Context: an optimization exercise on an open-source flow, tuned for small area and a short achievable clock period. The choices shown serve that exercise and are no tape-out recipe. Only simulation tests tie the RTL to the original design; equivalence was not proved. Power is estimated from default activity; no workload was simulated.

## flow/design.v (module list and top-level ports; edited modules follow where they fit)
// module cm_lzc32: 29 lines
// module cm_booth_enc: 17 lines
// module cm_mul_pp: 1723 lines
// module cm_mul_fin: 171 lines
// module cm_mul_pre: 29 lines
// module cm_mul_back: 37 lines
// module cm_add_expdiff: 46 lines
// module cm_add_align: 47 lines
// module cm_add_sum: 15 lines
// module cm_add_norm: 28 lines
// module cm_add_round: 26 lines
// module complex_multiplier: 283 lines
module complex_multiplier (
    input  wire        clk,
    input  wire        rst_n,
    input  wire        enable,
    input  wire [31:0] a_real,
    input  wire [31:0] a_imag,
    input  wire [31:0] c_real,
    input  wire [31:0] c_imag,
    output wire [31:0] result_real,
    output wire [31:0] result_imag,
    output wire        valid
);
  // ...
==> flow/run.sh <==
#!/bin/bash
# synth_recipe.tcl (not shown) runs the flow's synth.tcl, then flattens the netlist and writes it again
# the make line also repeats each setting of config.mk as NAME=value (left out here)
make -C /OpenROAD-flow-scripts/flow DESIGN_CONFIG=/design/flow/config.mk WORK_HOME=/design/flow/orfs CLKGATE_MAP_FILE= SYNTH_SCRIPT=/design/flow/synth_recipe.tcl finish
==> flow/config.mk <==
export PLATFORM = sky130hd
export DESIGN_NAME = complex_multiplier
export DESIGN_NICKNAME = complex_multiplier
export VERILOG_FILES = /design/flow/design.v
export SDC_FILE = /design/flow/constraint.sdc
export NUM_CORES = 4
export LEC_CHECK = 0
export CAP_MARGIN = 20
export CORE_MARGIN = 2
export CORE_UTILIZATION = 40
export SETUP_SLACK_MARGIN = 5
export SLEW_MARGIN = 20
==> flow/constraint.sdc <==
create_clock -name core_clock -period 9.0 [get_ports {clk}]
set_input_delay 1.8000 -clock core_clock [delete_from_list [all_inputs] [get_ports {clk}]]
set_output_delay 1.8000 -clock core_clock [all_outputs]
set_load 0.01 [all_outputs]
==> flow_summary_export.csv, run 1 <==
group,metric,value,unit
run_status,status,"timing/DRC/antenna clean",
placed_design,dpl.hpwl,251000,um
synth,syn_nets,13100,
worst_hold_path,hold_class,"reg2reg",
final_layout,syn2layout_area_growth,13.3,%
global_route,grt_most_used_layer,"met2",
final_layout,seq_cell_count,1341,
cts,postCtsResizedCells,200,
routing,drcViolationCount,0,
die,fp.dieH,522,um
power,pg_comb,38.4,mW
synth,synth_top_area_share,24.9,%
worst_setup_path,crit_type,"reg2reg",
routing,antenna_left,0,
power,combPwrFrac,68.4,%
cts,clockBufferDepth,4,
global_route,grt_pass1_wl,547000,um
power,internal_power,29.3,mW
cts,clk_latency,0.88,ns
sta,rsz0062_at_grt,"true",
placed_design,io_buffers,195,
sta,setup_ws,4.91,ns
sta,fmax,0.244,GHz
final_layout,multi_input_area_share,61.0,%
synth,muxShareOfSynthArea,3.56,%
final_layout,num-nonclk-inverters,1210,
synth,synth_xor_area_share,13.2,%
worst_setup_path,rrSetupSlack,4.91,ns
cts,path_clk_slew,0.06,ns
synth,syn_inst,11300,
routing,wl_met2,162000,um
worst_setup_path,cp.depth,18,
worst_setup_path,crit_slowest_cell,"fa_1",
sta,finClkSkew,0.0701,ns
synth,syn_avg_cell_area,9.47,um^2
routing,top_layer_used,"met5",
synth,synth_compound_area_share,15.8,%
worst_setup_path,path_delay_family,"compound AO/OA/AOI/OAI gates",
die,start_util,40.1,%
die,row_count,190,
worst_setup_path,cp.arrival,4.87,ns
sta,hold_violations,0,
synth,synth.yosys.seq_area_share,25.1,%
power,power_frac_seq,19.1,%
die,die_area,272000,um^2
==> module cm_mul_back, before the edit <==
module cm_mul_back (
    input  wire [39:0] r0,        
    input  wire [39:0] r1,
    input  wire [39:0] r2,
    input  wire        cl,        
    input  wire [7:0]  e0,
    input  wire        sp_nan,
    input  wire        sp_inf,
    input  wire        sp_zero,
    output wire [7:0]  exp_o,     
    output wire [22:0] man_o,     
    output wire        nan_o,
    output wire        inf_o,
    output wire        zero_o,
    output wire        p47_o      
);
    wire [39:0] pw;
    cm_mul_fin fin (.r0(r0), .r1(r1), .r2(r2), .cl(cl), .p(pw));
    wire [24:0] p   = pw[39:15];                   
    wire        p47 = p[24];
    wire        e0_z  = (e0 == 8'd0);
    wire        e0_1  = (e0 == 8'd1);
    wire        e0_ff = (e0 == 8'hFF);
    wire [7:0]  e0m1  = e0 - 8'd1;
    wire special = sp_nan | sp_inf | sp_zero;
    wire ovf = p47 ? e0_ff : e0_z;
    wire unf = p47 ? e0_z  : e0_1;
    wire zero = sp_zero | (~special & ~ovf & unf);
    assign zero_o = zero;
    assign nan_o  = sp_nan;
    assign inf_o  = sp_inf | (~special & ovf);
    assign p47_o  = p47;
    wire [7:0]  e = p47 ? e0 : e0m1;
    wire [22:0] m = p47 ? p[23:1] : p[22:0];
    assign exp_o = e;
    assign man_o = m;
endmodule
==> module cm_add_align, before the edit <==
module cm_add_align (
    input  wire        xs,
    input  wire        xz,
    input  wire [22:0] xm,
    input  wire        xn,
    input  wire        xi,
    input  wire        ys,        
    input  wire        yz,
    input  wire [22:0] ym,
    input  wire        yn,
    input  wire        yi,
    input  wire [7:0]  d,
    input  wire        xge,
    input  wire        deq,
    input  wire [7:0]  ex,        
    input  wire [7:0]  ey,
    output wire [7:0]  ebig,      
    output wire [23:0] big,       
    output wire [27:0] sml,       
    output wire        swap0,     
    output wire        eff_sub,
    output wire        sign,
    output wire        nan_r,
    output wire        inf_r,
    output wire        sign_inf
);
    assign eff_sub  = xs ^ ys;
    assign nan_r    = xn | yn | (xi & yi & eff_sub);
    assign inf_r    = (xi | yi) & ~nan_r;
    assign sign_inf = xi ? xs : ys;
    assign ebig = xge ? (ex & {8{~xz}}) : ey;
    wire [23:0] sx = {~xz, xm & {23{~xz}}};
    wire [23:0] sy = {~yz, ym & {23{~yz}}};
    wire [23:0] s = xge ? sy : sx;
    assign big = xge ? sx : sy;
    wire [47:0] t = {s, 24'd0} >> d;
    wire [23:0] win;
    genvar j;
    generate
        for (j = 0; j < 24; j = j + 1) begin : w
            assign win[j] = (d >= j + 4) && (d <= j + 24);
        end
    endgenerate
    assign sml = {t[47:21], |(s & win)};
    assign swap0 = deq & ~xz & (ym > xm);
    assign sign  = xs ^ (eff_sub & (~xge | swap0));
endmodule
==> module cm_add_norm, before the edit <==
module cm_add_norm (
    input  wire [28:0] raw,
    input  wire [7:0]  ebig,
    output wire [23:0] mant,
    output wire        rup,
    output wire        cry,       
    output wire [7:0]  er0,       
    output wire [7:0]  er1,
    output wire        ovf0,      
    output wire        ovf1,
    output wire        unf        
);
    wire [4:0] lz;
    cm_lzc32 lzc (.v({raw[28:3], 1'b1, 5'd0}), .n(lz));
    wire [28:0] n = raw << lz;
    assign mant = n[28:5];
    wire g = n[4];
    wire r = n[3];
    wire s = |n[2:0];
    assign rup = g & (r | s | n[5]);
    assign cry = rup & (&n[28:5]);
    wire [8:0] en = {1'b0, ebig} - {4'd0, lz};
    assign er0  = en[7:0];
    assign er1  = en[7:0] + 8'd1;
    assign ovf0 = (en[7:0] == 8'hFF);
    assign ovf1 = (en[7:0] == 8'hFE);
    assign unf  = en[8] | (en == 9'd0);
endmodule
==> module cm_add_round, before the edit <==
module cm_add_round (
    input  wire [23:0] mant,
    input  wire        rup,
    input  wire        cry,
    input  wire [7:0]  er0,
    input  wire [7:0]  er1,
    input  wire        ovf0,
    input  wire        ovf1,
    input  wire        unf,
    input  wire        sign,
    input  wire        zero,
    input  wire        nan_r,
    input  wire        inf_r,
    input  wire        sign_inf,
    output wire [31:0] result
);
    wire [22:0] inc = mant[22:0] + {22'd0, rup};
    wire [7:0]  er  = cry ? er1 : er0;
    wire ovf = cry ? ovf1 : ovf0;
    assign result = nan_r ? 32'h7FC00000 :
                    inf_r ? {sign_inf, 8'hFF, 23'd0} :
                    zero  ? {sign, 31'd0} :
                    ovf   ? {sign, 8'hFF, 23'd0} :
                    unf   ? {sign, 31'd0} :
                            {sign, er, inc};
endmodule
==> module complex_multiplier, before the edit <==
module complex_multiplier (
    input  wire        clk,
    input  wire        rst_n,
    input  wire        enable,
    input  wire [31:0] a_real,
    input  wire [31:0] a_imag,
    input  wire [31:0] c_real,
    input  wire [31:0] c_imag,
    output wire [31:0] result_real,
    output wire [31:0] result_imag,
    output wire        valid
);
    integer k;
    genvar g;
    wire [31:0] opd [0:3];
    assign opd[0] = a_real;
    assign opd[1] = a_imag;
    assign opd[2] = c_real;
    assign opd[3] = c_imag;
    wire [11:0] bo_one [0:3];
    wire [11:0] bo_two [0:3];
    wire [11:0] bo_neg [0:3];
    generate
        for (g = 0; g < 4; g = g + 1) begin : enc
            cm_booth_enc be (.y({|opd[g][30:23], opd[g][22:0]}),
                             .one(bo_one[g]), .two(bo_two[g]), .neg(bo_neg[g]));
        end
    endgenerate
    reg [31:0] op_q  [0:3];
    reg [11:0] op_one[0:3];
    reg [11:0] op_two[0:3];
    reg [11:0] op_neg[0:3];
    always @(posedge clk) begin
        for (k = 0; k < 4; k = k + 1) begin
            op_q[k]   <= opd[k];
            op_one[k] <= bo_one[k];
            op_two[k] <= bo_two[k];
            op_neg[k] <= bo_neg[k];
        end
    end
    localparam [7:0] PX = {2'd2, 2'd3, 2'd1, 2'd0};    
    localparam [7:0] PY = {2'd1, 2'd0, 2'd3, 2'd2};    
    wire [39:0] f_r0 [0:3];
    wire [39:0] f_r1 [0:3];
    wire [39:0] f_r2 [0:3];
    wire        f_cl [0:3];
    wire [7:0]  f_e  [0:3];
    wire        f_sg [0:3];
    wire        f_n  [0:3];
    wire        f_i  [0:3];
    wire        f_z  [0:3];
    generate
        for (g = 0; g < 4; g = g + 1) begin : mp
            localparam integer X = PX[2*g+1:2*g];
            localparam integer Y = PY[2*g+1:2*g];
            cm_mul_pp pp (
                .x({|op_q[X][30:23], op_q[X][22:0]}),
                .one(op_one[Y]), .two(op_two[Y]), .neg(op_neg[Y]), .yh(|op_q[Y][30:23]),
                .r0(f_r0[g]), .r1(f_r1[g]), .r2(f_r2[g]), .cl(f_cl[g])
            );
            cm_mul_pre pre (
                .x(op_q[X]), .y(op_q[Y]), .e0(f_e[g]), .sign(f_sg[g]),
                .sp_nan(f_n[g]), .sp_inf(f_i[g]), .sp_zero(f_z[g])
            );
        end
    endgenerate
    reg [39:0] m_r0 [0:3];
    reg [39:0] m_r1 [0:3];
    reg [39:0] m_r2 [0:3];
    reg        m_cl [0:3];
    reg [7:0]  m_e  [0:3];
    reg        m_sg [0:3];
    reg        m_n  [0:3];
    reg        m_i  [0:3];
    reg        m_z  [0:3];
    always @(posedge clk) begin
        for (k = 0; k < 4; k = k + 1) begin
            m_r0[k] <= f_r0[k];
            m_r1[k] <= f_r1[k];
            m_r2[k] <= f_r2[k];
            m_cl[k] <= f_cl[k];
            m_e[k]  <= f_e[k];
            m_sg[k] <= f_sg[k];
            m_n[k]  <= f_n[k];
            m_i[k]  <= f_i[k];
            m_z[k]  <= f_z[k];
        end
    end
    wire [7:0]  b_e   [0:3];
    wire [22:0] b_m   [0:3];
    wire        b_n   [0:3];
    wire        b_i   [0:3];
    wire        b_z   [0:3];
    wire        b_p47 [0:3];
    generate
        for (g = 0; g < 4; g = g + 1) begin : mb
            cm_mul_back back (
                .r0(m_r0[g]), .r1(m_r1[g]), .r2(m_r2[g]), .cl(m_cl[g]), .e0(m_e[g]),
                .sp_nan(m_n[g]), .sp_inf(m_i[g]), .sp_zero(m_z[g]),
                .exp_o(b_e[g]), .man_o(b_m[g]), .nan_o(b_n[g]), .inf_o(b_i[g]),
                .zero_o(b_z[g]), .p47_o(b_p47[g])
            );
        end
    endgenerate
    wire [7:0]  x_d  [0:1];
    wire        x_ge [0:1];
    wire        x_eq [0:1];
    generate
        for (g = 0; g < 2; g = g + 1) begin : ed
            cm_add_expdiff ediff (
                .e0x(m_e[2*g]), .e0y(m_e[2*g+1]),
                .spx(m_n[2*g] | m_i[2*g] | m_z[2*g]), .spzx(m_z[2*g]),
                .spy(m_n[2*g+1] | m_i[2*g+1] | m_z[2*g+1]), .spzy(m_z[2*g+1]),
                .p47x(b_p47[2*g]), .p47y(b_p47[2*g+1]),
                .d(x_d[g]), .xge(x_ge[g]), .deq(x_eq[g])
            );
        end
    endgenerate
    reg [22:0] p_m  [0:3];
    reg [7:0]  p_e  [0:3];
    reg        p_s  [0:3];
    reg        p_n  [0:3];
    reg        p_i  [0:3];
    reg        p_z  [0:3];
    reg [7:0]  p_d  [0:1];
    reg        p_ge [0:1];
    reg        p_eq [0:1];
    always @(posedge clk) begin
        for (k = 0; k < 4; k = k + 1) begin
            p_m[k] <= b_m[k];
            p_e[k] <= b_e[k];
            p_s[k] <= m_sg[k];
            p_n[k] <= b_n[k];
            p_i[k] <= b_i[k];
            p_z[k] <= b_z[k];
        end
        for (k = 0; k < 2; k = k + 1) begin
            p_d[k]  <= x_d[k];
            p_ge[k] <= x_ge[k];
            p_eq[k] <= x_eq[k];
        end
    end
    wire [23:0] al_big  [0:1];
    wire [27:0] al_sm   [0:1];
    wire        al_sw   [0:1];
    wire [7:0]  al_e    [0:1];
    wire        al_sub  [0:1];
    wire        al_sg   [0:1];
    wire        al_n    [0:1];
    wire        al_i    [0:1];
    wire        al_si   [0:1];
    generate
        for (g = 0; g < 2; g = g + 1) begin : sa
            cm_add_align align (
                .xs(p_s[2*g]),              .xz(p_z[2*g]),   .xm(p_m[2*g]),   .xn(p_n[2*g]),   .xi(p_i[2*g]),
                .ys(p_s[2*g+1] ^ (g == 0)), .yz(p_z[2*g+1]), .ym(p_m[2*g+1]), .yn(p_n[2*g+1]), .yi(p_i[2*g+1]),
                .d(p_d[g]), .xge(p_ge[g]), .deq(p_eq[g]), .ex(p_e[2*g]), .ey(p_e[2*g+1]), .ebig(al_e[g]),
                .big(al_big[g]), .sml(al_sm[g]), .swap0(al_sw[g]),
                .eff_sub(al_sub[g]), .sign(al_sg[g]), .nan_r(al_n[g]), .inf_r(al_i[g]), .sign_inf(al_si[g])
            );
        end
    endgenerate
    reg [23:0] q_big [0:1];
    reg [27:0] q_sm  [0:1];
    reg        q_sw  [0:1];
    reg [7:0]  q_e   [0:1];
    reg        q_sub [0:1];
    reg        q_sg  [0:1];
    reg        q_n   [0:1];
    reg        q_i   [0:1];
    reg        q_si  [0:1];
    always @(posedge clk) begin
        for (k = 0; k < 2; k = k + 1) begin
            q_big[k] <= al_big[k];
            q_sm[k]  <= al_sm[k];
            q_sw[k]  <= al_sw[k];
            q_e[k]   <= al_e[k];
            q_sub[k] <= al_sub[k];
            q_sg[k]  <= al_sg[k];
            q_n[k]   <= al_n[k];
            q_i[k]   <= al_i[k];
            q_si[k]  <= al_si[k];
        end
    end
    wire [28:0] su_raw [0:1];
    wire        su_z   [0:1];
    generate
        for (g = 0; g < 2; g = g + 1) begin : ss
            cm_add_sum sum (
                .big(q_big[g]), .sml(q_sm[g]), .swap0(q_sw[g]), .eff_sub(q_sub[g]),
                .raw(su_raw[g]), .zero(su_z[g])
            );
        end
    endgenerate
    reg [28:0] r_raw [0:1];
    reg        r_z   [0:1];
    reg [7:0]  r_e   [0:1];
    reg        r_sg  [0:1];
    reg        r_n   [0:1];
    reg        r_i   [0:1];
    reg        r_si  [0:1];
    always @(posedge clk) begin
        for (k = 0; k < 2; k = k + 1) begin
            r_raw[k] <= su_raw[k];
            r_z[k]   <= su_z[k];
            r_e[k]   <= q_e[k];
            r_sg[k]  <= q_sg[k];
            r_n[k]   <= q_n[k];
            r_i[k]   <= q_i[k];
            r_si[k]  <= q_si[k];
        end
    end
    wire [23:0] no_m   [0:1];
    wire        no_rup [0:1];
    wire        no_cry [0:1];
    wire [7:0]  no_er0 [0:1];
    wire [7:0]  no_er1 [0:1];
    wire        no_ov0 [0:1];
    wire        no_ov1 [0:1];
    wire        no_unf [0:1];
    generate
        for (g = 0; g < 2; g = g + 1) begin : sn
            cm_add_norm norm (.raw(r_raw[g]), .ebig(r_e[g]), .mant(no_m[g]), .rup(no_rup[g]),
                              .cry(no_cry[g]), .er0(no_er0[g]), .er1(no_er1[g]), .ovf0(no_ov0[g]), .ovf1(no_ov1[g]),
                              .unf(no_unf[g]));
        end
    endgenerate
    reg [23:0] n_m   [0:1];
    reg        n_rup [0:1];
    reg        n_cry [0:1];
    reg [7:0]  n_er0 [0:1];
    reg [7:0]  n_er1 [0:1];
    reg        n_ov0 [0:1];
    reg        n_ov1 [0:1];
    reg        n_unf [0:1];
    reg        n_z   [0:1];
    reg        n_sg  [0:1];
    reg        n_n   [0:1];
    reg        n_i   [0:1];
    reg        n_si  [0:1];
    always @(posedge clk) begin
        for (k = 0; k < 2; k = k + 1) begin
            n_m[k]   <= no_m[k];
            n_rup[k] <= no_rup[k];
            n_cry[k] <= no_cry[k];
            n_er0[k] <= no_er0[k];
            n_er1[k] <= no_er1[k];
            n_ov0[k] <= no_ov0[k];
            n_ov1[k] <= no_ov1[k];
            n_unf[k] <= no_unf[k];
            n_z[k]   <= r_z[k];
            n_sg[k]  <= r_sg[k];
            n_n[k]   <= r_n[k];
            n_i[k]   <= r_i[k];
            n_si[k]  <= r_si[k];
        end
    end
    wire [31:0] res [0:1];
    generate
        for (g = 0; g < 2; g = g + 1) begin : sr
            cm_add_round rnd (
                .mant(n_m[g]), .rup(n_rup[g]), .cry(n_cry[g]), .er0(n_er0[g]), .er1(n_er1[g]),
                .ovf0(n_ov0[g]), .ovf1(n_ov1[g]), .unf(n_unf[g]), .sign(n_sg[g]), .zero(n_z[g]),
                .nan_r(n_n[g]), .inf_r(n_i[g]), .sign_inf(n_si[g]), .result(res[g])
            );
        end
    endgenerate
    reg [31:0] out_re, out_im;
    always @(posedge clk) begin
        out_re <= res[0];
        out_im <= res[1];
    end
    assign result_real = out_re;
    assign result_imag = out_im;
    reg [6:0] valid_shift;
    always @(posedge clk or negedge rst_n) begin
        if (!rst_n)
            valid_shift <= 7'b0;
        else
            valid_shift <= {valid_shift[5:0], enable};
    end
    assign valid = valid_shift[6];
endmodule
==> inputs of run 2 (changes only) <==
--- a/flow/design.v
+++ b/flow/design.v
@@ -1978,4 +1978,3 @@
     input  wire        sp_zero,
-    output wire [7:0]  exp_o,     
-    output wire [22:0] man_o,     
+    output wire [23:0] pm_o,      
     output wire        nan_o,
@@ -1992,3 +1991,2 @@
     wire        e0_ff = (e0 == 8'hFF);
-    wire [7:0]  e0m1  = e0 - 8'd1;
     wire special = sp_nan | sp_inf | sp_zero;
@@ -2001,6 +1999,3 @@
     assign p47_o  = p47;
-    wire [7:0]  e = p47 ? e0 : e0m1;
-    wire [22:0] m = p47 ? p[23:1] : p[22:0];
-    assign exp_o = e;
-    assign man_o = m;
+    assign pm_o = p[23:0];
 endmodule
@@ -2055,3 +2050,5 @@
     input  wire        xz,
-    input  wire [22:0] xm,
+    input  wire [23:0] xp,        
+    input  wire        x47,       
+    input  wire [7:0]  xe0,       
     input  wire        xn,
@@ -2060,3 +2057,5 @@
     input  wire        yz,
-    input  wire [22:0] ym,
+    input  wire [23:0] yp,
+    input  wire        y47,
+    input  wire [7:0]  ye0,
     input  wire        yn,
@@ -2066,4 +2065,2 @@
     input  wire        deq,
-    input  wire [7:0]  ex,        
-    input  wire [7:0]  ey,
     output wire [7:0]  ebig,      
@@ -2082,2 +2079,6 @@
     assign sign_inf = xi ? xs : ys;
+    wire [22:0] xm = x47 ? xp[23:1] : xp[22:0];
+    wire [22:0] ym = y47 ? yp[23:1] : yp[22:0];
+    wire [7:0]  ex = xe0 - {7'd0, ~x47};
+    wire [7:0]  ey = ye0 - {7'd0, ~y47};
     assign ebig = xge ? (ex & {8{~xz}}) : ey;
@@ -2117,9 +2118,5 @@
     input  wire [7:0]  ebig,
-    output wire [23:0] mant,
-    output wire        rup,
-    output wire        cry,       
+    output wire [23:0] mant,      
+    output wire        rup,       
     output wire [7:0]  er0,       
-    output wire [7:0]  er1,
-    output wire        ovf0,      
-    output wire        ovf1,
     output wire        unf        
@@ -2134,9 +2131,5 @@
     assign rup = g & (r | s | n[5]);
-    assign cry = rup & (&n[28:5]);
     wire [8:0] en = {1'b0, ebig} - {4'd0, lz};
-    assign er0  = en[7:0];
-    assign er1  = en[7:0] + 8'd1;
-    assign ovf0 = (en[7:0] == 8'hFF);
-    assign ovf1 = (en[7:0] == 8'hFE);
-    assign unf  = en[8] | (en == 9'd0);
+    assign er0 = en[7:0];
+    assign unf = en[8] | (en == 9'd0);
 endmodule
@@ -2145,7 +2138,3 @@
     input  wire        rup,
-    input  wire        cry,
     input  wire [7:0]  er0,
-    input  wire [7:0]  er1,
-    input  wire        ovf0,
-    input  wire        ovf1,
     input  wire        unf,
@@ -2159,4 +2148,5 @@
     wire [22:0] inc = mant[22:0] + {22'd0, rup};
-    wire [7:0]  er  = cry ? er1 : er0;
-    wire ovf = cry ? ovf1 : ovf0;
+    wire        cry = rup & (&mant);         
+    wire [7:0]  er  = er0 + {7'd0, cry};
+    wire ovf = cry ? (er0 == 8'hFE) : (er0 == 8'hFF);
     assign result = nan_r ? 32'h7FC00000 :
@@ -2187,8 +2177,8 @@
     assign opd[3] = c_imag;
-    wire [11:0] bo_one [0:3];
-    wire [11:0] bo_two [0:3];
-    wire [11:0] bo_neg [0:3];
+    wire [11:0] bo_one [0:1];
+    wire [11:0] bo_two [0:1];
+    wire [11:0] bo_neg [0:1];
     generate
-        for (g = 0; g < 4; g = g + 1) begin : enc
-            cm_booth_enc be (.y({|opd[g][30:23], opd[g][22:0]}),
+        for (g = 0; g < 2; g = g + 1) begin : enc
+            cm_booth_enc be (.y({|opd[2+g][30:23], opd[2+g][22:0]}),
                              .one(bo_one[g]), .two(bo_two[g]), .neg(bo_neg[g]));
@@ -2197,8 +2187,9 @@
     reg [31:0] op_q  [0:3];
-    reg [11:0] op_one[0:3];
-    reg [11:0] op_two[0:3];
-    reg [11:0] op_neg[0:3];
+    reg [11:0] op_one[0:1];
+    reg [11:0] op_two[0:1];
+    reg [11:0] op_neg[0:1];
     always @(posedge clk) begin
-        for (k = 0; k < 4; k = k + 1) begin
-            op_q[k]   <= opd[k];
+        for (k = 0; k < 4; k = k + 1)
+            op_q[k] <= opd[k];
+        for (k = 0; k < 2; k = k + 1) begin
             op_one[k] <= bo_one[k];
@@ -2208,4 +2199,4 @@
     end
-    localparam [7:0] PX = {2'd2, 2'd3, 2'd1, 2'd0};    
-    localparam [7:0] PY = {2'd1, 2'd0, 2'd3, 2'd2};    
+    localparam [3:0] PX = {1'd1, 1'd0, 1'd1, 1'd0};    
+    localparam [3:0] PY = {1'd0, 1'd1, 1'd1, 1'd0};    
     wire [39:0] f_r0 [0:3];
@@ -2221,7 +2212,7 @@
         for (g = 0; g < 4; g = g + 1) begin : mp
-            localparam integer X = PX[2*g+1:2*g];
-            localparam integer Y = PY[2*g+1:2*g];
+            localparam integer X = PX[g];
+            localparam integer Y = PY[g];
             cm_mul_pp pp (
                 .x({|op_q[X][30:23], op_q[X][22:0]}),
-                .one(op_one[Y]), .two(op_two[Y]), .neg(op_neg[Y]), .yh(|op_q[Y][30:23]),
+                .one(op_one[Y]), .two(op_two[Y]), .neg(op_neg[Y]), .yh(|op_q[2+Y][30:23]),
                 .r0(f_r0[g]), .r1(f_r1[g]), .r2(f_r2[g]), .cl(f_cl[g])
@@ -2229,3 +2220,3 @@
             cm_mul_pre pre (
-                .x(op_q[X]), .y(op_q[Y]), .e0(f_e[g]), .sign(f_sg[g]),
+                .x(op_q[X]), .y(op_q[2+Y]), .e0(f_e[g]), .sign(f_sg[g]),
                 .sp_nan(f_n[g]), .sp_inf(f_i[g]), .sp_zero(f_z[g])
@@ -2256,4 +2247,3 @@
     end
-    wire [7:0]  b_e   [0:3];
-    wire [22:0] b_m   [0:3];
+    wire [23:0] b_pm  [0:3];
     wire        b_n   [0:3];
@@ -2267,3 +2257,3 @@
                 .sp_nan(m_n[g]), .sp_inf(m_i[g]), .sp_zero(m_z[g]),
-                .exp_o(b_e[g]), .man_o(b_m[g]), .nan_o(b_n[g]), .inf_o(b_i[g]),
+                .pm_o(b_pm[g]), .nan_o(b_n[g]), .inf_o(b_i[g]),
                 .zero_o(b_z[g]), .p47_o(b_p47[g])
@@ -2286,4 +2276,5 @@
     endgenerate
-    reg [22:0] p_m  [0:3];
-    reg [7:0]  p_e  [0:3];
+    reg [23:0] p_pm [0:3];
+    reg        p_47 [0:3];
+    reg [7:0]  p_e0 [0:3];
     reg        p_s  [0:3];
@@ -2297,4 +2288,5 @@
         for (k = 0; k < 4; k = k + 1) begin
-            p_m[k] <= b_m[k];
-            p_e[k] <= b_e[k];
+            p_pm[k] <= b_pm[k];
+            p_47[k] <= b_p47[k];
+            p_e0[k] <= m_e[k];
             p_s[k] <= m_sg[k];
@@ -2322,5 +2314,7 @@
             cm_add_align align (
-                .xs(p_s[2*g]),              .xz(p_z[2*g]),   .xm(p_m[2*g]),   .xn(p_n[2*g]),   .xi(p_i[2*g]),
-                .ys(p_s[2*g+1] ^ (g == 0)), .yz(p_z[2*g+1]), .ym(p_m[2*g+1]), .yn(p_n[2*g+1]), .yi(p_i[2*g+1]),
-                .d(p_d[g]), .xge(p_ge[g]), .deq(p_eq[g]), .ex(p_e[2*g]), .ey(p_e[2*g+1]), .ebig(al_e[g]),
+                .xs(p_s[2*g]), .xz(p_z[2*g]), .xp(p_pm[2*g]), .x47(p_47[2*g]), .xe0(p_e0[2*g]),
+                .xn(p_n[2*g]), .xi(p_i[2*g]),
+                .ys(p_s[2*g+1] ^ (g == 0)), .yz(p_z[2*g+1]), .yp(p_pm[2*g+1]), .y47(p_47[2*g+1]), .ye0(p_e0[2*g+1]),
+                .yn(p_n[2*g+1]), .yi(p_i[2*g+1]),
+                .d(p_d[g]), .xge(p_ge[g]), .deq(p_eq[g]), .ebig(al_e[g]),
                 .big(al_big[g]), .sml(al_sm[g]), .swap0(al_sw[g]),
@@ -2382,7 +2376,3 @@
     wire        no_rup [0:1];
-    wire        no_cry [0:1];
     wire [7:0]  no_er0 [0:1];
-    wire [7:0]  no_er1 [0:1];
-    wire        no_ov0 [0:1];
-    wire        no_ov1 [0:1];
     wire        no_unf [0:1];
@@ -2391,4 +2381,3 @@
             cm_add_norm norm (.raw(r_raw[g]), .ebig(r_e[g]), .mant(no_m[g]), .rup(no_rup[g]),
-                              .cry(no_cry[g]), .er0(no_er0[g]), .er1(no_er1[g]), .ovf0(no_ov0[g]), .ovf1(no_ov1[g]),
-                              .unf(no_unf[g]));
+                              .er0(no_er0[g]), .unf(no_unf[g]));
         end
@@ -2397,7 +2386,3 @@
     reg        n_rup [0:1];
-    reg        n_cry [0:1];
     reg [7:0]  n_er0 [0:1];
-    reg [7:0]  n_er1 [0:1];
-    reg        n_ov0 [0:1];
-    reg        n_ov1 [0:1];
     reg        n_unf [0:1];
@@ -2412,7 +2397,3 @@
             n_rup[k] <= no_rup[k];
-            n_cry[k] <= no_cry[k];
             n_er0[k] <= no_er0[k];
-            n_er1[k] <= no_er1[k];
-            n_ov0[k] <= no_ov0[k];
-            n_ov1[k] <= no_ov1[k];
             n_unf[k] <= no_unf[k];
@@ -2429,5 +2410,5 @@
             cm_add_round rnd (
-                .mant(n_m[g]), .rup(n_rup[g]), .cry(n_cry[g]), .er0(n_er0[g]), .er1(n_er1[g]),
-                .ovf0(n_ov0[g]), .ovf1(n_ov1[g]), .unf(n_unf[g]), .sign(n_sg[g]), .zero(n_z[g]),
-                .nan_r(n_n[g]), .inf_r(n_i[g]), .sign_inf(n_si[g]), .result(res[g])
+                .mant(n_m[g]), .rup(n_rup[g]), .er0(n_er0[g]), .unf(n_unf[g]),
+                .sign(n_sg[g]), .zero(n_z[g]), .nan_r(n_n[g]), .inf_r(n_i[g]), .sign_inf(n_si[g]),
+                .result(res[g])
             );
--- a/flow/config.mk
+++ b/flow/config.mk
@@ -7,2 +7,3 @@
 export LEC_CHECK = 0
+export ABC_AREA = 1
 export CAP_MARGIN = 20
==> run 2 against run 1 <==
- first-iteration DRC count is 15% higher
- sequential power is 7% lower
- non-clock buffer count is 208 lower
- clock power is 7.1% lower
- core utilization is 1.4 points lower
- cell count is 11% higher
- largest cell class unchanged
==> flow_summary_export.csv, run 2 <==
group,metric,value,unit
run_status,status,"timing/DRC/antenna clean",
synth,synth_top_area_share,23.5,%
worst_setup_path,crit_type,"reg2reg",
synth,syn_inst,13200,
worst_setup_path,crit_required,9.69,ns
sta,finalSetupViolCount,0,
global_route,grt_max_degree,86,
placed_design,gp_congestion,0.973,
routing,antenna_left,0,
cts,cts_made_buffers,158,
synth,async_flop_share,0.556,%
worst_setup_path,crit_slowest_cell,"buf_4",
flow_run,cap_violations,0,
cts,cts_tree,"built",
worst_hold_path,hold_class,"reg2reg",
cts,clock-root-buffer,"clkbuf_16",
power,internal_power,24.6,mW
power,combPwrFrac,69.2,%
synth,yosys_warnings,98,
worst_setup_path,start_kind,"register",
synth,synth_edf_count,0,
sta,slew_violations,0,
routing,drt_iter0_markers,9444,
final_layout,fin_nets,14700,
power,irDropWorstVdd,383,uV
synth,ys_top_cells_by_area,"dfxtp_1 (23%), fa_1 (19%), xor2_1 (12%), o22ai_1 (7.0%), inv_1 (6.7%)",
final_layout,drive_gt1_share,4.82,%
sta,fmax,0.253,GHz
power,power_frac_seq,18.6,%
routing,via_per_inst,5.59,
global_route,antenna_found_initial,16,
sta,finalSetupTns,0,ns
sta,max-slew-margin-rel,23.7,%
final_layout,final_common_cell,"inv_1",
cts,h-tree-depth,4,
final_layout,syn2layout_area_growth,9.57,%
synth,yosys.area.top_type,"dfxtp_1",
synth,synth-seq-cells,1259,
cts,clockBufferDepth,4,
die,die_w,520,um
final_layout,final_cell_mix,"inv_1 (1891), nand2_1 (1831), xor2_1 (1457)",
worst_setup_path,end_kind,"register",
routing,drtPass1Iterations,8,
global_route,grt_pass1_wl,563000,um
cts,cts_hold_buffers,0,
routing,wl_per_cell,22.4,um
synth,yosysMostFrequentCell,"inv_1",
synth,synth_common_cells,"inv_1 (1906), nand2_1 (1831), xor2_1 (1457)",
final_layout,post-route-util,44.1,%
sta,tightest_slew,1.14,ns
die,io_pins,196,
synth,synth_cell_type_count,68,
synth,syn_avg_cell_area,8.08,um^2
worst_setup_path,cp.arrival,4.64,ns
routing,num_vias,92900,
cts,clk_latency,0.86,ns
die,row_count,189,
synth,syn_area,107000,um^2
power,leakage,54.2,nW
placed_design,place_ws,4.46,ns
die,fp.dieH,520,um
power,switching_share,54.0,%
global_route,grt_overflow,0,
power,powerDensity,457,nW/um^2
final_layout,reg_top3,"m_r1 x160, m_r2 x160, m_r0 x158",
worst_setup_path,path_max_fanout,34,
die,core_area,265000,um^2
final_layout,final_area,117000,um^2
synth,syn_nets,14900,
worst_setup_path,cp_cell_sequence,"inv_2 -> buf_4 -> o22ai_1 -> xor2_1 -> fa_1 -> fa_1 -> inv_1 -> fa_1 -> fa_1",
global_route,grt_pass1_vias,91700,
routing,wl,372000,um
cts,clock_sinks,1259,
placed_design,io_buffers,195,
sta,finClkSkew,0.0769,ns
final_layout,fillerInstances,26500,
cts,path_clk_slew,0.06,ns
synth,synth_ff_type,"dfxtp_1",
placed_design,postPlaceCellArea,111000,um^2
sta,fin_crit_sh,43.9,%
worst_setup_path,critPathMostFrequentCell,"fa_1",
die,die_area,271000,um^2
global_route,grt_use_total,26.9,%
synth,synth.yosys.seq_area_share,23.7,%
sta,timing.final.crit_period,3.95,ns
sta,setup_ws,5.05,ns
die,start_util,40.2,%
sta,holdWs,0.324,ns
power,clock_power_share,12.3,%
sta,hold_violations,0,
worst_setup_path,max_stage_delay,0.62,ns
routing,drcViolationCount,0,
power,p_switching,28.8,mW
placed_design,dpl.hpwl,262000,um
sta,rsz0062_at_grt,"false",
-- run 2: cell types whose count changed after synthesis, moves of 253 or more --
cell | before | now
xnor2_1 | 1139 | 76
nor2_1 | 466 | 789
a22oi_1 | 1132 | 7
nand2_1 | 466 | 1831
o22ai_1 | 23 | 1202
mux2i_1 | 253 | 0
xor2_1 | 477 | 1457
inv_1 | 1180 | 1906
nand3_1 | 117 | 541
-- run 2: logic make-up (layout without fill, tap and decap cells) --
kind of cell / after synthesis / count (layout) / share of synthesized area [%]
compound gates: 2502 / 2502 / 13.9
simple gates: 3521 / 3521 / 13.8
xor+xnor: 1535 / 1535 / 12.6
buf+inv: 2779 / 2663 / 9.92
mux: 1 / 1 / 0.0106
other cells: 0 / 3 / 0
flops: 1259 / 1259 / 23.7
fa+ha+maj: 1600 / 1600 / 26.1
-- run 2: layout make-up --
type | count | area [um^2] | share of cell area (%)
antenna | 3 | 7.51 | 0.00642
clock buffer | 194 | 4310 | 3.69
clock inverter | 80 | 970 | 0.829
inverter | 2017 | 7620 | 6.52
multi-input combinational | 9159 | 70900 | 60.7
sequential | 1259 | 25300 | 21.6
tap | 3533 | 4420 | 3.78
timing repair buffer | 372 | 3360 | 2.87
-- run 2: timing repair --
action	4_1_cts	5_1_grt
resized for setup	10	45
pin swaps	0	0
setup endpoints to repair	133	80
setup buffers	0	0
-- run 2: critical path, delay by kind of cell, from the launching register on --
kind / cells / cell delay, ns
adder cells (fa/ha/maj): 4 / 1.93
XOR/XNOR: 1 / 0.20
AO/OA/AOI/OAI: 1 / 0.16
flip-flops: 1 / 0.31
buffers and inverters: 3 / 1.08
-- run 2: power by group through the flow --
stage	clock network, mW	logic [mW]	registers (mW)
CTS	6.67	36.1	9.93
floorplan	0	24.3	9.45
global route	6.88	40.9	10.2
detailed placement	0	35.9	10.0
finish	6.54	36.9	9.92
global placement	0	35.8	10.0
-- run 2: per-layer routing --
| layer | share of wire [%] | GRT usage (%) |
|---|---|---|
| met5 | 0.021 | 0 |
| met4 | 5.7 | 13.1 |
| met3 | 10 | 6.35 |
| met2 | 43 | 41.4 |
| met1 | 41 | 35.3 |
-- run 2: worst paths after layout --
path | slack [ns] | depth (start not counted) | to | from
min | 0.32 | 0 | r_e[0][1] | q_e[0][1]
min reg2reg | 0.32 | 0 | r_e[0][1] | q_e[0][1]
max | 5.05 | 9 | m_r2[3][14] | op_q[1][16]
max in group asynchronous | 7.53 | 1 | valid_shift[2] | rst_n
min in group asynchronous | 1.24 | 1 | valid_shift[4] | rst_n
max reg2reg | 5.05 | 9 | m_r2[3][14] | op_q[1][16]
-- run 2: metrics by stage --
step / total power, mW / std cells
after floorplan: 33.8 / 13200
after global placement: 45.8 / 16300
after detailed placement: 45.9 / 16300
after CTS: 52.7 / 16600
after global routing: 58.0 / 16600
final: 53.4 / 16600
==> inputs of run 3 (changes only) <==
--- a/flow/config.mk
+++ b/flow/config.mk
@@ -11,2 +11,3 @@
 export CORE_UTILIZATION = 40
+export CTS_BUF_LIST = sky130_fd_sc_hd__clkbuf_8
 export SETUP_SLACK_MARGIN = 5
==> run 3 against run 2 <==
- routed wire length is essentially flat
- power shrank 1.2%
- final area shrank 0.28%
- worst setup slack gained 0.0018 ns
- highest routed layer unchanged
- still clean on timing, DRC and antenna
- maximum frequency is essentially flat
- clock power shrank 9.6%
- die area is the same
- sequential cell count is the same
==> flow_summary_export.csv, run 3 <==
group,metric,value,unit
global_route,grt_pass1_wl,564000,um
sta,hold_violations,0,
worst_setup_path,cp.arrival,4.79,ns
worst_hold_path,hold_class,"reg2reg",
final_layout,final_common_cell,"inv_1",
final_layout,syn2layout_area_growth,9.26,%
die,core_area,265000,um^2
synth,synth.yosys.seq_area_share,23.7,%
die,row_count,189,
synth,synth-seq-cells,1259,
die,die_area,271000,um^2
run_status,status,"timing/DRC/antenna clean",
sta,finClkSkew,0.111,ns
placed_design,gp_congestion,0.973,
global_route,antenna_found_initial,15,
worst_setup_path,end_kind,"register",
synth,syn_inst,13200,
placed_design,io_buffers,195,
synth,yosysMostFrequentCell,"inv_1",
final_layout,fin_nets,14800,
cts,clockBufferDepth,4,
synth,synth_edf_count,0,
cts,cts_made_buffers,226,
die,io_pins,196,
global_route,grt_overflow,0,
die,die_w,520,um
worst_setup_path,cp_cell_sequence,"clkinv_1 -> buf_4 -> o22ai_1 -> xor2_1 -> fa_1 -> inv_1 -> fa_1 -> inv_1 -> fa_1 -> fa_1",
final_layout,final_cell_mix,"inv_1 (1937), nand2_1 (1831), xor2_1 (1457)",
worst_setup_path,crit_required,9.84,ns
cts,postCtsSetupRepairBufs,0,
worst_setup_path,path_max_fanout,48,
worst_setup_path,path_delay_family,"adder cells",
routing,antenna_left,0,
sta,timing.final.crit_period,3.95,ns
sta,finalSetupTns,0,ns
synth,synth_common_cells,"inv_1 (1906), nand2_1 (1831), xor2_1 (1457)",
synth,syn_nets,14900,
worst_setup_path,crit_slowest_cell,"buf_4",
placed_design,place_ws,4.46,ns
global_route,grt_use_total,26.9,%
power,leakage,54.3,nW
final_layout,reg_top3,"m_r1 x160, m_r2 x160, m_r0 x158",
synth,synth_top_area_share,23.5,%
sta,slew_violations,0,
synth,synth_cell_type_count,68,
sta,finalSetupViolCount,0,
die,fp.dieH,520,um
cts,clock_sinks,1259,
routing,num_vias,92800,
placed_design,postPlaceCellArea,111000,um^2
cts,path_clk_slew,0.06,ns
power,power.total,52.7,mW
final_layout,drive_gt1_share,5.51,%
synth,syn_area,107000,um^2
final_layout,final_area,117000,um^2
cts,h-tree-depth,4,
cts,clock-root-buffer,"clkbuf_8",
sta,fin_crit_sh,43.9,%
routing,drt_iter0_markers,9180,
synth,yosys_warnings,98,
power,powerDensity,452,nW/um^2
worst_setup_path,worst-path-buf-inv,4,
global_route,grt_max_degree,86,
worst_setup_path,critPathMostFrequentCell,"fa_1",
synth,yosys.area.top_type,"dfxtp_1",
synth,syn_avg_cell_area,8.08,um^2
power,irDropWorstVdd,380,uV
flow_run,cap_violations,0,
worst_setup_path,start_kind,"register",
global_route,grt_pass1_vias,92100,
routing,drtPass1Iterations,10,
routing,via_per_inst,5.54,
placed_design,dpl.hpwl,262000,um
synth,synth_ff_type,"dfxtp_1",
sta,rsz0062_at_grt,"false",
routing,drcViolationCount,0,
routing,wl,372000,um
worst_setup_path,max_stage_delay,0.72,ns
sta,fmax,0.253,GHz
sta,setup_ws,5.05,ns
synth,ys_top_cells_by_area,"dfxtp_1 (23%), fa_1 (19%), xor2_1 (12%), o22ai_1 (7.0%), inv_1 (6.7%)",
routing,wl_per_cell,22.2,um
synth,async_flop_share,0.556,%
sta,max-slew-margin-rel,17.8,%
worst_setup_path,crit_type,"reg2reg",
cts,cts_tree,"built",
cts,clk_latency,1.04,ns
die,start_util,40.2,%
sta,tightest_slew,1.22,ns
## run 3: final timing paths
kind / slack (ns) / start / end / cells after the start
setup reg to reg: 5.05 / op_q[1][10] / m_r2[3][16] / 10
setup / recovery: 5.05 / op_q[1][10] / m_r2[3][16] / 10
hold / removal: 0.32 / q_e[0][4] / r_e[0][4] / 0
min in group asynchronous: 1.03 / rst_n / valid_shift[4] / 1
hold reg to reg: 0.32 / q_e[0][4] / r_e[0][4] / 0
max in group asynchronous: 7.73 / rst_n / valid_shift[0] / 1
## run 3: cells by family after synthesis
| group | share of synthesized area [%] |
|---|---|
| simple gates | 13.8 |
| xor+xnor | 12.6 |
| mux | 0.0106 |
| fa+ha+maj | 26.1 |
| compound gates | 13.9 |
| buf+inv | 9.92 |
| flops | 23.7 |
## run 3: what timing repair did
action,4_1_cts,5_1_grt
hold endpoints to repair,0,0
pin swaps,0,0
hold buffers,0,0
endpoints found under the setup margin,137,98
gates resized for setup,10,52
## run 3: metal layers
metal / track usage (%) / part of all wire [%] / vias up
li1: - / - / 42500
met1: 35.5 / 41 / 44100
met2: 41.2 / 43 / 5025
met3: 6.12 / 10 / 1151
met4: 13.5 / 5.7 / 10
met5: 0 / 0.019 / -
## run 3: power by group
group	internal, mW	total [mW]	switching (mW)
clock	3.34	5.91	2.57
sequential	8.34	9.91	1.57
combinational	12.3	36.9	24.6
## run 3: worst reg2reg max path, cell delays in order, from the launching register on
cell and delay [ns]:
dfxtp_1 0.47, clkinv_1 0.10, buf_4 0.72, o22ai_1 0.25, xor2_1 0.22, fa_1 0.58
inv_1 0.08, fa_1 0.50, inv_1 0.05, fa_1 0.39, fa_1 0.46
## run 3: final cells by class
class / instances / area [um^2]
Multi-Input combinational cell: 9159 / 70900
Inverter: 2017 / 7620
Fill cell: 26700 / 149000
Sequential cell: 1259 / 25300
Clock inverter: 119 / 1060
Antenna cell: 4 / 10.0
Timing Repair Buffer: 372 / 3370
Clock buffer: 282 / 3880
Tap cell: 3533 / 4420
## run 3: per-stage QoR
| step | utilization [%] | instances | hold slack (ns) |
|---|---|---|---|
| CTS | 43.9 | 16700 | 0.321 |
| global placement | 42.0 | 16300 | 0.310 |
| finish | 43.9 | 16700 | 0.321 |
| floorplan | - | 13200 | 0.310 |
| global route | 43.9 | 16700 | 0.328 |
| detailed placement | 42.0 | 16300 | 0.312 |
==> inputs of run 4 (changes only) <==
--- a/flow/config.mk
+++ b/flow/config.mk
@@ -14 +14,2 @@
 export SLEW_MARGIN = 20
+export TNS_END_PERCENT = 30
==> run 4 against run 3 <==
- still clean on timing, DRC and antenna
- register-to-register slack worse by 0.07 ns
- worst setup slack worse by 0.071 ns
- cell count about the same
- count of clock-buffer cells in the layout unchanged
- final area about the same
- power down 0.12%
- via count about the same
- synthesized cell count unchanged
- combinational power about the same
- clock skew down 0.0021 ns
- die area unchanged
- worst hold slack about the same
==> flow_summary_export.csv, run 4 <==
group,metric,value,unit
run_status,status,"timing/DRC/antenna clean",
die,die_area,271000,um^2
sta,slew_violations,0,
global_route,grt_use_total,26.9,%
worst_setup_path,cp_cell_sequence,"buf_4 -> inv_2 -> xor2_1 -> fa_1 -> fa_1 -> inv_1 -> fa_1 -> fa_1",
cts,clock-root-buffer,"clkbuf_8",
global_route,grt.met3_usage,6.11,%
routing,wl,372000,um
final_layout,multiInputGateArea,70900,um^2
routing,drcViolationCount,0,
power,leakage,54.3,nW
global_route,grt_max_degree,86,
sta,max-slew-margin-rel,20.5,%
synth,synth.yosys.seq_area_share,23.7,%
cts,cts_made_buffers,226,
sta,finalSetupTns,0,ns
final_layout,fin_cells,16700,
routing,wl_per_cell,22.2,um
routing,drtPass1Iterations,6,
cts,clock_sinks,1259,
routing,via_per_inst,5.54,
worst_setup_path,end_kind,"register",
synth,synth_top_area_share,23.5,%
synth,syn_avg_cell_area,8.08,um^2
synth,ys_top_cells_by_area,"dfxtp_1 (23%), fa_1 (19%), xor2_1 (12%), o22ai_1 (7.0%), inv_1 (6.7%)",
synth,yosys_warnings,98,
sta,fin_crit_sh,44.7,%
final_layout,syn2layout_area_growth,9.22,%
global_route,grt_pass1_vias,92100,
die,die_w,520,um
sta,finClkSkew,0.109,ns
die,row_count,189,
sta,hold_violations,0,
routing,antenna_left,0,
worst_setup_path,critPathMostFrequentCell,"fa_1",
global_route,use_met1,35.5,%
sta,setup_ws,4.98,ns
global_route,grt_most_used_layer,"met2",
synth,syn_nets,14900,
global_route,grt_pass1_wl,564000,um
placed_design,dpl.hpwl,262000,um
placed_design,dp_cells,16300,
global_route,use_met2,41.2,%
worst_setup_path,start_kind,"register",
sta,timing.final.crit_period,4.02,ns
sta,finalSetupViolCount,0,
cts,cts_tree,"built",
die,core_area,265000,um^2
power,powerDensity,452,nW/um^2
final_layout,final_common_cell,"inv_1",
synth,syn_inst,13200,
synth,synth_edf_count,0,
final_layout,fillerInstances,26700,
synth,synth_cell_type_count,68,
worst_setup_path,max_stage_delay,0.62,ns
placed_design,place_ws,4.46,ns
worst_setup_path,crit_type,"reg2reg",
flow_run,cap_violations,0,
final_layout,fin_nets,14800,
worst_setup_path,crit_slowest_cell,"buf_4",
routing,num_vias,92800,
cts,h-tree-depth,4,
sta,rsz0062_at_grt,"true",
die,start_util,40.2,%
worst_setup_path,path_max_fanout,31,
sta,tightest_slew,1.18,ns
final_layout,drive_gt1_share,5.50,%
cts,path_clk_slew,0.06,ns
die,io_pins,196,
synth,synth_ff_type,"dfxtp_1",
synth,yosysMostFrequentCell,"inv_1",
synth,synth_common_cells,"inv_1 (1906), nand2_1 (1831), xor2_1 (1457)",
global_route,grt_overflow,0,
cts,postCtsSetupRepairBufs,0,
final_layout,regArea,25300,um^2
final_layout,reg_top3,"m_r1 x160, m_r2 x160, m_r0 x158",
power,irDropWorstVdd,387,uV
worst_setup_path,cp.arrival,4.88,ns
placed_design,gp_congestion,0.973,
worst_setup_path,crit_required,9.86,ns
sta,fmax,0.249,GHz
die,fp.dieH,520,um
routing,drt_iter0_markers,9379,
synth,syn_area,107000,um^2
cts,clockBufferDepth,4,
worst_hold_path,hold_class,"reg2reg",
synth,async_flop_share,0.556,%
cts,clk_latency,1.04,ns
synth,synth-seq-cells,1259,
placed_design,io_buffers,195,
global_route,antenna_found_initial,15,
synth,yosys.area.top_type,"dfxtp_1",
final_layout,final_cell_mix,"inv_1 (1937), nand2_1 (1831), xor2_1 (1457)",
## run 4: cell types whose count changed in the layout (fill, tap and decap cells not counted)
cell      before  now
a21boi_0       5    6
a21boi_1       2    1
buf_4        157  158
buf_8          1    0
diode_2        4    3
inv_2         90   94
inv_4         10    6
nand2_2        9   10
nand2_8        1    0
nor2_2         8    9
nor2_4        12   11
nor3_1        87   88
nor3_2         2    1
## run 4: path summary, 6_finish.rpt
| check | slack [ns] | cells past startpoint | startpoint | to |
|---|---|---|---|---|
| setup / recovery | 4.98 | 8 | op_neg[1][6] | m_r2[2][25] |
| hold / removal | 0.32 | 0 | q_e[0][4] | r_e[0][4] |
| setup reg to reg | 4.98 | 8 | op_neg[1][6] | m_r2[2][25] |
| hold reg to reg | 0.32 | 0 | q_e[0][4] | r_e[0][4] |
| max in group asynchronous | 7.73 | 1 | rst_n | valid_shift[0] |
| min in group asynchronous | 1.03 | 1 | rst_n | valid_shift[4] |
## run 4: repair_timing
item / CTS / global route
gates resized for setup: 9 / 37
pin swaps: 0 / 0
setup endpoints to repair: 137 / 102
hold buffers: 0 / 0
## run 4: layout make-up
class                   instances  share of cell area (%)
multi-input cells            9159                    60.9
flip-flops and latches       1259                    21.7
inverters                    2017                    6.53
well taps                    3533                    3.79
clock buffers                 282                    3.33
repair buffers                372                    2.89
clock inverters               119                   0.908
diodes                          3                 0.00644
## run 4: per-stage QoR
| step | util, % | instance area (um^2) | total power, mW | hold slack [ns] |
|---|---|---|---|---|
| 3_5_place_dp | 42.0 | 111000 | 45.9 | 0.312 |
| 3_3_place_gp | 42.0 | 111000 | 45.8 | 0.310 |
| 4_1_cts | 43.9 | 116000 | 52.0 | 0.321 |
| 2_1_floorplan | - | 107000 | 33.8 | 0.310 |
| 6_report | 43.9 | 117000 | 52.7 | 0.321 |
| 5_1_grt | 43.9 | 117000 | 57.3 | 0.328 |
## run 4: logic make-up after synthesis
family / Yosys count / synth area share, %
flip-flops: 1259 / 23.7
multiplexers: 1 / 0.0106
adder cells (fa/ha/maj): 1600 / 26.1
AND/OR/NAND/NOR: 3521 / 13.8
XOR/XNOR: 1535 / 12.6
buffers and inverters: 2779 / 9.92
AO/OA/AOI/OAI: 2502 / 13.9
## run 4: routing by layer
metal,routed length (um),vias to the layer above
li1,-,42500
met1,151000,44100
met3,38200,1167
met5,71,-
met2,161000,4999
met4,21400,10
## run 4: where the power goes
| group | leakage, nW | internal (mW) | total (mW) | switching [mW] |
|---|---|---|---|---|
| logic | 41.0 | 12.3 | 36.9 | 24.5 |
| registers | 10.6 | 8.34 | 9.92 | 1.58 |
| clock network | 2.70 | 3.34 | 5.91 | 2.57 |
## run 4: worst max-delay path, delay by kind of cell (launching register included)
| family | cells | cell delay (ns) |
|---|---|---|
| XOR/XNOR | 1 | 0.33 |
| adder cells (fa/ha/maj) | 4 | 1.93 |
| buffers and inverters | 3 | 1.28 |
| flip-flops | 1 | 0.31 |
==> inputs of run 5 (changes only) <==
--- a/flow/config.mk
+++ b/flow/config.mk
@@ -11,5 +11,4 @@
 export CORE_UTILIZATION = 40
-export CTS_BUF_LIST = sky130_fd_sc_hd__clkbuf_8
+export CTS_BUF_LIST = sky130_fd_sc_hd__clkbuf_4
 export SETUP_SLACK_MARGIN = 5
 export SLEW_MARGIN = 20
-export TNS_END_PERCENT = 30
==> run 5 against run 4 <==
- still clean
- count of clock-buffer cells in the layout is 177 higher
- cell count is 1.3% higher
- combinational power about the same
- clock power fell by 9.6%
- core utilization down 0.18 points
- worst setup slack improved by 0.043 ns
- sequential power hardly changed
- critical path depth increased by 1
- critical path type unchanged
- critical endpoint is now m_r2[3][19]
- largest power group unchanged
==> flow_summary_export.csv, run 5 <==
group,metric,value,unit
run_status,status,"timing/DRC/antenna clean",
worst_setup_path,crit_type,"reg2reg",
placed_design,gp_congestion,0.973,
power,powerDensity,449,nW/um^2
synth,synth_common_cells,"inv_1 (1906), nand2_1 (1831), xor2_1 (1457)",
placed_design,dpl.hpwl,262000,um
worst_setup_path,cp.arrival,5.21,ns
die,core_area,265000,um^2
sta,finalSetupTns,0,ns
synth,syn_avg_cell_area,8.08,um^2
synth,synth_edf_count,0,
cts,clk_latency,1.44,ns
final_layout,final_common_cell,"inv_1",
synth,syn_inst,13200,
power,clock_power_share,10.2,%
power,power_frac_seq,19.0,%
sta,max-slew-margin-rel,16.2,%
final_layout,syn2layout_area_growth,8.77,%
global_route,grt_pass1_wl,566000,um
sta,tightest_slew,1.24,ns
routing,via_per_inst,5.52,
cts,cts_made_buffers,348,
synth,yosys.area.top_type,"dfxtp_1",
sta,rsz0062_at_grt,"false",
placed_design,io_buffers,195,
routing,antenna_left,0,
die,row_count,189,
worst_hold_path,hold_class,"reg2reg",
synth,syn_area,107000,um^2
power,internal_power,23.3,mW
final_layout,regArea,25300,um^2
routing,num_vias,93600,
final_layout,multiInputGateArea,70900,um^2
synth,ys_top_cells_by_area,"dfxtp_1 (23%), fa_1 (19%), xor2_1 (12%), o22ai_1 (7.0%), inv_1 (6.7%)",
power,leakage,54.4,nW
routing,wl_per_cell,22.0,um
sta,fmax,0.251,GHz
final_layout,fin_cells,17000,
power,switching_share,55.3,%
global_route,grt_overflow,0,
sta,fin_crit_sh,44.2,%
sta,finClkSkew,0.155,ns
sta,timing.final.crit_period,3.98,ns
die,start_util,40.2,%
cts,h-tree-depth,5,
worst_setup_path,end_kind,"register",
global_route,grt_max_degree,86,
power,combPwrFrac,70.7,%
worst_setup_path,crit_required,10.24,ns
cts,cts_tree,"built",
power,irDropWorstVdd,379,uV
flow_run,cap_violations,0,
cts,clockBufferDepth,4,
final_layout,fin_nets,14900,
synth,yosysMostFrequentCell,"inv_1",
die,die_area,271000,um^2
routing,wl,373000,um
cts,clock-root-buffer,"clkbuf_4",
cts,clock_sinks,1259,
final_layout,fillerInstances,26900,
die,io_pins,196,
routing,drt_iter0_markers,9271,
global_route,antenna_found_initial,19,
sta,hold_violations,0,
routing,drcViolationCount,0,
global_route,grt_pass1_vias,93200,
synth,synth.yosys.seq_area_share,23.7,%
die,die_w,520,um
synth,synth_top_area_share,23.5,%
synth,synth_ff_type,"dfxtp_1",
worst_setup_path,path_max_fanout,26,
synth,synth-seq-cells,1259,
placed_design,dp_cells,16300,
synth,synth_cell_type_count,68,
final_layout,drive_gt1_share,6.74,%
cts,path_clk_slew,0.06,ns
power,p_switching,28.8,mW
final_layout,final_cell_mix,"inv_1 (1891), nand2_1 (1831), xor2_1 (1457)",
sta,slew_violations,0,
worst_setup_path,start_kind,"register",
die,fp.dieH,520,um
synth,yosys_warnings,98,
routing,drtPass1Iterations,7,
global_route,grt_use_total,27.0,%
synth,syn_nets,14900,
synth,async_flop_share,0.556,%
final_layout,reg_top3,"m_r1 x160, m_r2 x160, m_r0 x158",
sta,finalSetupViolCount,0,
==> run 5: cell counts after synthesis <==
Identical to the previous run, type by type.
==> run 5: stage by stage <==
step	hold WS, ns	setup slack, ns	utilization (%)	power, mW	cell area (um^2)
after CTS	0.313	4.99	43.7	51.4	116000
after global placement	0.310	4.48	42.0	45.8	111000
after detailed placement	0.312	4.46	42.0	45.9	111000
after global routing	0.324	5.01	43.7	56.8	116000
after floorplan	0.310	5.29	-	33.8	107000
final	0.325	5.02	43.7	52.1	116000
==> run 5: cells by family (layout without fill, tap and decap cells) <==
logic type	after synthesis	in the layout	synth area share (%)
buffers and inverters	2779	3007	9.92
DFF	1259	1259	23.7
xor gates and xnor gates	1535	1535	12.6
other	0	5	0
adders and majority gates	1600	1600	26.1
and+or+nand+nor	3521	3521	13.8
muxes	1	1	0.0106
AOI/OAI and AO/OA	2502	2502	13.9
==> run 5: cell type report <==
type | instances | area share [%]
antenna | 5 | 0.0108
clock buffer | 459 | 2.97
clock inverter | 154 | 0.872
inverter | 2017 | 6.56
multi-input combinational | 9159 | 61.1
sequential | 1259 | 21.8
tap | 3533 | 3.81
timing repair buffer | 377 | 2.87
==> run 5: worst max-delay path: stages, from the launching register on <==
cell and delay (ns):
dfxtp_1 0.31, inv_2 0.57, buf_4 0.56, o22ai_1 0.18, xor2_1 0.20, fa_1 0.68, fa_1 0.47, fa_1 0.36
inv_1 0.08, fa_1 0.41
==> run 5: worst paths after layout <==
| check | cells past startpoint | endpoint | from | slack, ns |
|---|---|---|---|---|
| min reg2reg | 0 | n_z[1] | r_z[1] | 0.32 |
| min | 0 | n_z[1] | r_z[1] | 0.32 |
| max | 9 | m_r2[3][19] | op_q[1][7] | 5.02 |
| max in group asynchronous | 1 | valid_shift[2] | rst_n | 8.12 |
| min in group asynchronous | 1 | valid_shift[6] | rst_n | 0.64 |
| max reg2reg | 9 | m_r2[3][19] | op_q[1][7] | 5.02 |
==> run 5: metal layers <==
layer  global-route usage [%]  part of all wire (%)  vias to the layer above
met1                     35.3                    40                    44300
met5                        0                 0.030                        -
met4                     13.8                   5.8                       18
met2                     41.4                    43                     5101
met3                     6.35                    11                     1211
li1                         -                     -                    43000
==> run 5: timing repair <==
item,in CTS,in global routing
gates resized for setup,78,47
endpoints found under the setup margin,189,80
hold buffers,0,0
buffers inserted,0,5
==> run 5: power groups by stage <==
stage	Sequential, mW	Clock, mW	Combinational [mW]
after CTS	9.92	5.52	36.0
final	9.91	5.34	36.9
after global placement	10.0	0	35.8
after global routing	10.2	5.80	40.8
after detailed placement	10.0	0	35.9
after floorplan	9.45	0	24.3
==> inputs of run 6 (changes only) <==
--- a/flow/config.mk
+++ b/flow/config.mk
@@ -11,3 +11,5 @@
 export CORE_UTILIZATION = 40
-export CTS_BUF_LIST = sky130_fd_sc_hd__clkbuf_4
+export CTS_BUF_LIST = sky130_fd_sc_hd__clkbuf_16
+export CTS_CLUSTER_DIAMETER = 100
+export CTS_CLUSTER_SIZE = 24
 export SETUP_SLACK_MARGIN = 5
==> run 6 against run 5 <==
- sequential share of layout area increased by 0.32 points
- non-clock buffer count decreased by 5
- clock skew decreased by 0.066 ns
- count of clock-buffer cells in the layout decreased by 378
- die area unchanged
- sequential power about the same
- combinational power about the same
- critical path type unchanged
- largest cell class unchanged
- highest routed layer unchanged
==> flow_summary_export.csv, run 6 <==
group,metric,value,unit
routing,drcViolationCount,0,
die,io_pins,196,
final_layout,final_common_cell,"inv_1",
sta,setup_ws,5.07,ns
die,fp.dieH,520,um
run_status,status,"timing/DRC/antenna clean",
worst_setup_path,crit_type,"reg2reg",
final_layout,fin_nets,14600,
placed_design,dpl.hpwl,262000,um
final_layout,final_cell_mix,"inv_1 (1892), nand2_1 (1831), xor2_1 (1457)",
placed_design,dp_cells,16300,
final_layout,drive_gt1_share,3.87,%
placed_design,io_buffers,195,
worst_setup_path,crit_required,9.63,ns
synth,synth.yosys.seq_area_share,23.7,%
routing,via_per_inst,5.59,
global_route,grt_use_total,26.7,%
cts,postCtsSetupRepairBufs,0,
cts,clockBufferDepth,3,
synth,syn_nets,14900,
final_layout,syn2layout_area_growth,7.19,%
cts,cts_tree,"built",
synth,yosys.area.top_type,"dfxtp_1",
sta,holdWs,0.320,ns
worst_setup_path,path_max_fanout,25,
routing,wl_per_cell,22.4,um
sta,finalSetupViolCount,0,
sta,hold_violations,0,
worst_setup_path,worst-path-buf-inv,4,
sta,slew_violations,0,
worst_setup_path,max_stage_delay,0.55,ns
synth,synth_common_cells,"inv_1 (1906), nand2_1 (1831), xor2_1 (1457)",
synth,yosys_warnings,98,
synth,synth_top_family_by_area,"adder cells",
synth,syn_inst,13200,
power,power.total,50.9,mW
cts,cts_made_buffers,80,
synth,syn_avg_cell_area,8.08,um^2
placed_design,place_ws,4.46,ns
sta,max-slew-margin-rel,21.9,%
worst_hold_path,hold_class,"reg2reg",
synth,synth_xor_area_share,12.6,%
worst_setup_path,path_delay_family,"adder cells",
sta,fmax,0.254,GHz
synth,syn_area,107000,um^2
synth,muxShareOfSynthArea,0.0106,%
routing,antenna_left,0,
global_route,antenna_found_initial,16,
power,powerDensity,445,nW/um^2
sta,tightest_slew,1.16,ns
sta,finClkSkew,0.0897,ns
worst_setup_path,end_kind,"register",
die,die_area,271000,um^2
worst_setup_path,cp.arrival,4.56,ns
cts,clk_latency,0.83,ns
synth,synth_top_area_share,23.5,%
routing,drt_iter0_markers,9847,
final_layout,fillerInstances,26700,
global_route,grt_overflow,0,
power,leakage,53.0,nW
cts,clock-root-buffer,"clkbuf_16",
synth,synth_compound_area_share,13.9,%
cts,cts_hold_buffers,0,
worst_setup_path,crit_slowest_cell,"fa_1",
synth,synthAdderAreaFrac,26.1,%
power,irDropWorstVdd,377,uV
die,start_util,40.2,%
cts,h-tree-depth,3,
sta,timing.final.crit_period,3.93,ns
die,die_w,520,um
sta,finalSetupTns,0,ns
worst_setup_path,critPathMostFrequentCell,"fa_1",
die,core_area,265000,um^2
sta,fin_crit_sh,43.7,%
global_route,grt_max_degree,86,
final_layout,fin_cells,16500,
cts,path_clk_slew,0.09,ns
synth,synth_edf_count,0,
sta,rsz0062_at_grt,"false",
die,row_count,189,
synth,synth_ff_type,"dfxtp_1",
synth,synth_cell_type_count,68,
worst_setup_path,start_kind,"register",
global_route,grt_pass1_wl,560000,um
routing,wl,370000,um
synth,yosysMostFrequentCell,"inv_1",
synth,synth-seq-cells,1259,
worst_setup_path,cp_cell_sequence,"buf_4 -> clkinv_4 -> buf_4 -> xor2_1 -> fa_1 -> fa_1 -> inv_1 -> fa_1 -> fa_1",
synth,async_flop_share,0.556,%
routing,drtPass1Iterations,8,
placed_design,gp_congestion,0.973,
global_route,grt_pass1_vias,90600,
cts,clock_sinks,1259,
routing,num_vias,92100,
synth,ys_top_cells_by_area,"dfxtp_1 (23%), fa_1 (19%), xor2_1 (12%), o22ai_1 (7.0%), inv_1 (6.7%)",
flow_run,cap_violations,0,
final_layout,reg_top3,"m_r1 x160, m_r2 x160, m_r0 x158",
synth,synthSimpleGateAreaFrac,13.8,%
-- run 6: cell counts after synthesis --
Identical to the previous run, type by type.
-- run 6: worst reg2reg max path, cell delays in order, from the launching register on --
cell      delay [ns]
dfxtp_2         0.32
buf_4           0.49
clkinv_4        0.40
buf_4           0.37
xor2_1          0.27
fa_1            0.48
fa_1            0.55
inv_1           0.05
fa_1            0.38
fa_1            0.45
-- run 6: final cells by class --
| type | instances | area (um^2) | share of cell area (%) |
|---|---|---|---|
| Inverter | 2017 | 7630 | 6.67 |
| Clock inverter | 55 | 701 | 0.613 |
| Clock buffer | 81 | 2030 | 1.77 |
| Sequential cell | 1259 | 25300 | 22.1 |
| Multi-Input combinational cell | 9159 | 70900 | 62.0 |
| Tap cell | 3533 | 4420 | 3.87 |
| Antenna cell | 3 | 7.51 | 0.00656 |
| Timing Repair Buffer | 372 | 3370 | 2.95 |
-- run 6: what timing repair did --
item	CTS	global route
setup endpoints to repair	134	102
gates resized for setup	15	46
hold endpoints to repair	0	0
-- run 6: path summary, 6_finish.rpt --
check                             startpoint             end  slack [ns]  cells past startpoint
worst max-delay path            op_neg[0][5]     m_r2[0][20]        5.07                      9
worst min-delay path                  r_z[0]          n_z[0]        0.32                      0
worst max register to register  op_neg[0][5]     m_r2[0][20]        5.07                      9
worst min register to register        r_z[0]          n_z[0]        0.32                      0
max in group asynchronous              rst_n  valid_shift[5]        7.55                      1
min in group asynchronous              rst_n  valid_shift[4]        1.22                      1
-- run 6: metrics by stage --
step	cell area, um^2	utilization (%)
after detailed placement	111000	42.0
after global placement	111000	42.0
after floorplan	107000	-
after CTS	114000	43.0
after global routing	114000	43.1
final	114000	43.1
-- run 6: power by group --
part           switching (mW)  internal, mW  leakage [nW]
clock                    2.34          1.80          1.33
combinational            24.6          12.3          41.0
sequential               1.58          8.32          10.6
-- run 6: logic make-up after synthesis --
group,after synthesis
buffers and inverters,2779
DFF,1259
and+or+nand+nor,3521
AOI/OAI and AO/OA,2502
xor gates and xnor gates,1535
muxes,1
adders and majority gates,1600
-- run 6: routing by layer --
| layer | up-vias | GRT usage [%] | wire length [um] |
|---|---|---|---|
| met5 | - | 0 | 64 |
| met4 | 10 | 12.7 | 21100 |
| met3 | 1119 | 5.91 | 38200 |
| met2 | 4964 | 41.1 | 160000 |
| met1 | 43900 | 35.5 | 150000 |
| li1 | 42100 | - | - |

-- static timing again, ports no longer ideal --
In the flow no input, the clock included, has a driving cell. The finished layouts below were timed again as built, in two steps. Step 1, drivers: a clkbuf_16 drives clk and a buf_2 each remaining input, both assumed. Step 2 times the ports against the registers' clock, not the clock port: input delays grow and output delays shrink by t, the midpoint of the rising clock arrivals with the driver on. Slacks: ideal ports / drivers / drivers and shift; pairs: ideal ports / drivers.
run	t, ns	slack for setup (ns)	worst data-port slew with drivers (ns)	pins driven straight from the clock port
run 1	0.958	4.908 / 4.908 / 4.544	0.14	1
run 2	0.926	5.049 / 5.049 / 5.049	0.10	1
run 3	1.088	5.051 / 5.051 / 5.051	0.10	1
run 4	1.088	4.980 / 4.980 / 4.980	0.10	1
run 5	1.453	5.023 / 5.023 / 5.023	0.10	1
run 6	0.884	5.070 / 5.070 / 5.070	0.10	1
After both steps setup and hold are still met in every run listed. The setup slack of run 1, which loses most, moves by 0.000 ns with the drivers and by -0.364 ns with both steps.
